This is an optimization exercise on Yosys and OpenROAD, whose aim is small area, not a production implementation. In this exercise RTL edits were held to simulation tests only and were not proved equivalent to the original. The clock input has no modelled driver; a real chip could not lean on it and would need a root buffer or a full tree. No activity file was given, so power comes from the tool's default toggle rates.

Setup of the baseline:
==> flow/design.v (excerpt) <==
module safecrack_final_version (
    input             clk,
    input             rst,
    input             confirm,
    input      [3:0]  btn_n,
    output reg        led_green,
    output reg        led_red
);
Size in the first run: ~140 cells after synthesis, ~48 flip-flops, ~9 I/O pins, ~1600 um^2 of cells after synthesis.
clock: 10.0 ns
lec_check: 0
cap_margin: 20
core_area: 2 2 60 60
die_area: 0 0 62 62
slew_margin: 20
standard.sh (not shown) runs the stock make flow with config.mk's settings and CLKGATE_MAP_FILE= SYNTH_SCRIPT=/design/flow/synth_recipe.tcl, a recipe that flattens the netlist after the stock synthesis.
==> flow/flow/run.sh <==
#!/bin/bash
# Layout flow: the standard ORFS flow (standard.sh) with three changes that
# only affect how the layout is built:
#  - synthesis is synth_recipe.tcl unchanged, except that Yosys's abc call uses an
#    area-oriented ABC script (flow/abc_area.script); flip-flop mapping is untouched;
#  - port buffers use sky130_fd_sc_hd__buf_1;
#  - the clock tree is one level of CLKBUF_N buffers (flow/cts_hook.tcl), each at the
#    centroid of its share of the registers, all driven from the clock port.
set -euo pipefail
W=$(pwd)
{
  echo 'proc abc {args} {'
  echo '  set i [lsearch -exact $args -script]'
  echo "  if {\$i >= 0} { lset args [expr {\$i+1}] $W/flow/abc_area.script }"
  echo '  yosys abc {*}$args'
  echo '}'
  cat synth_recipe.tcl
} > synth_area.tcl
export PRE_CTS_TCL=$W/flow/cts_hook.tcl
export CLKBUF_CELL=sky130_fd_sc_hd__buf_8
export CLKBUF_N=2
bash standard.sh SYNTH_SCRIPT=$W/synth_area.tcl \
  'BUFFER_PORTS_ARGS=-buffer_cell sky130_fd_sc_hd__buf_1' finish > standard.log 2>&1
==> flow/flow/cts_hook.tcl <==
# Clock tree for a small design: the clock sinks are split by recursive bisection
# into CLKBUF_N groups; each group gets one clock buffer at its centroid, driven
# straight from the clock port (one buffer level, no dummy loads).
rename clock_tree_synthesis __orfs_clock_tree_synthesis

proc _bisect {items n} {
  # items: list of {iterm x y}; returns list of n groups
  if {$n <= 1} { return [list $items] }
  set xs [lmap it $items {lindex $it 1}]
  set ys [lmap it $items {lindex $it 2}]
  set dx [expr {[tcl::mathfunc::max {*}$xs] - [tcl::mathfunc::min {*}$xs]}]
  set dy [expr {[tcl::mathfunc::max {*}$ys] - [tcl::mathfunc::min {*}$ys]}]
  set k [expr {$dx >= $dy ? 1 : 2}]
  set sorted [lsort -integer -index $k $items]
  set n1 [expr {$n / 2}]
  set cut [expr {[llength $sorted] * $n1 / $n}]
  return [concat [_bisect [lrange $sorted 0 [expr {$cut - 1}]] $n1] \
                 [_bisect [lrange $sorted $cut end] [expr {$n - $n1}]]]
}

proc clock_tree_synthesis {args} {
  set cell $::env(CLKBUF_CELL)
  set nbuf $::env(CLKBUF_N)
  set block [ord::get_db_block]
  set db [ord::get_db]
  set clk [$block findNet clk]
  set master [$db findMaster $cell]
  set items {}
  foreach it [$clk getITerms] {
    set loc [[$it getInst] getLocation]
    lappend items [list $it [lindex $loc 0] [lindex $loc 1]]
  }
  set g 0
  foreach grp [_bisect $items $nbuf] {
    set inst [odb::dbInst_create $block $master clkbuf_root_$g]
    set net [odb::dbNet_create $block clknet_root_$g]
    $net setSigType CLOCK
    set sx 0; set sy 0; set n 0
    foreach item $grp {
      set it [lindex $item 0]
      set sx [expr {$sx + [lindex $item 1]}]
      set sy [expr {$sy + [lindex $item 2]}]
      incr n
      $it disconnect
      $it connect $net
    }
    [$inst findITerm A] connect $clk
    [$inst findITerm X] connect $net
    $inst setLocation [expr {$sx / $n}] [expr {$sy / $n}]
    $inst setPlacementStatus PLACED
    puts "clock buffer clkbuf_root_$g ($cell) drives $n sinks"
    incr g
  }
  set_propagated_clock [all_clocks]
}
Other scripts of this flow, unchanged in this note and not shown: flow/flow/abc_area.script
The baseline: done, clean on timing, DRC and antenna
diff inputs: the baseline => the candidate
-- flow/flow/run.sh --
<<< the baseline, line 19
export PRE_CTS_TCL=$W/flow/cts_hook.tcl
export CLKBUF_CELL=sky130_fd_sc_hd__buf_8
export CLKBUF_N=2
bash standard.sh SYNTH_SCRIPT=$W/synth_area.tcl \
>>> the candidate, line 19
export PRE_CTS_TCL=$W/flow/cts_hook.tcl
export CLKBUF_CELL=sky130_fd_sc_hd__buf_6
export CLKBUF_N=3
bash standard.sh SYNTH_SCRIPT=$W/synth_area.tcl \
[summary]
Relative to the baseline, the filler cell count measured on the candidate has increased slightly.
Portion of total power attributed to combinational logic essentially unchanged between the candidate and the baseline.
Cell area power density of the baseline is on par with the candidate.
Route | the candidate vs the baseline | wire longer in the candidate
Compared with the baseline, in the candidate worst hold slack roughly the same; critical path depth held.
In every run of this note, the design's own scripts or RTL, not TritonCTS, make the clock network.

[what the ideal ports hide]
In the flow no input, the clock included, has a driving cell. The finished layouts below were timed again as built, in two steps. Step 1, drivers: a clkbuf_16 drives clk and a buf_2 each remaining input, both assumed. Step 2, shift: input delay + t, output delay - t, t = (earliest + latest rising clock arrival at the registers) / 2. This alone moves slack from input paths to output paths. a / b / c = ideal ports / drivers / drivers and shift; a / b = the first two.
run | shift t [ns] | setup slack, ns | worst setup path at the end | clock arrival spread, ns | worst slew at a driven data input, ns
the baseline | 0.182 | 6.302 / 6.259 / 6.441 | register to output | 0.002 / 0.002 | 0.03
the candidate | 0.172 | 6.321 / 6.276 / 6.448 | register to output | 0.006 / 0.006 | 0.03
After both steps setup and hold are still met in every run listed.
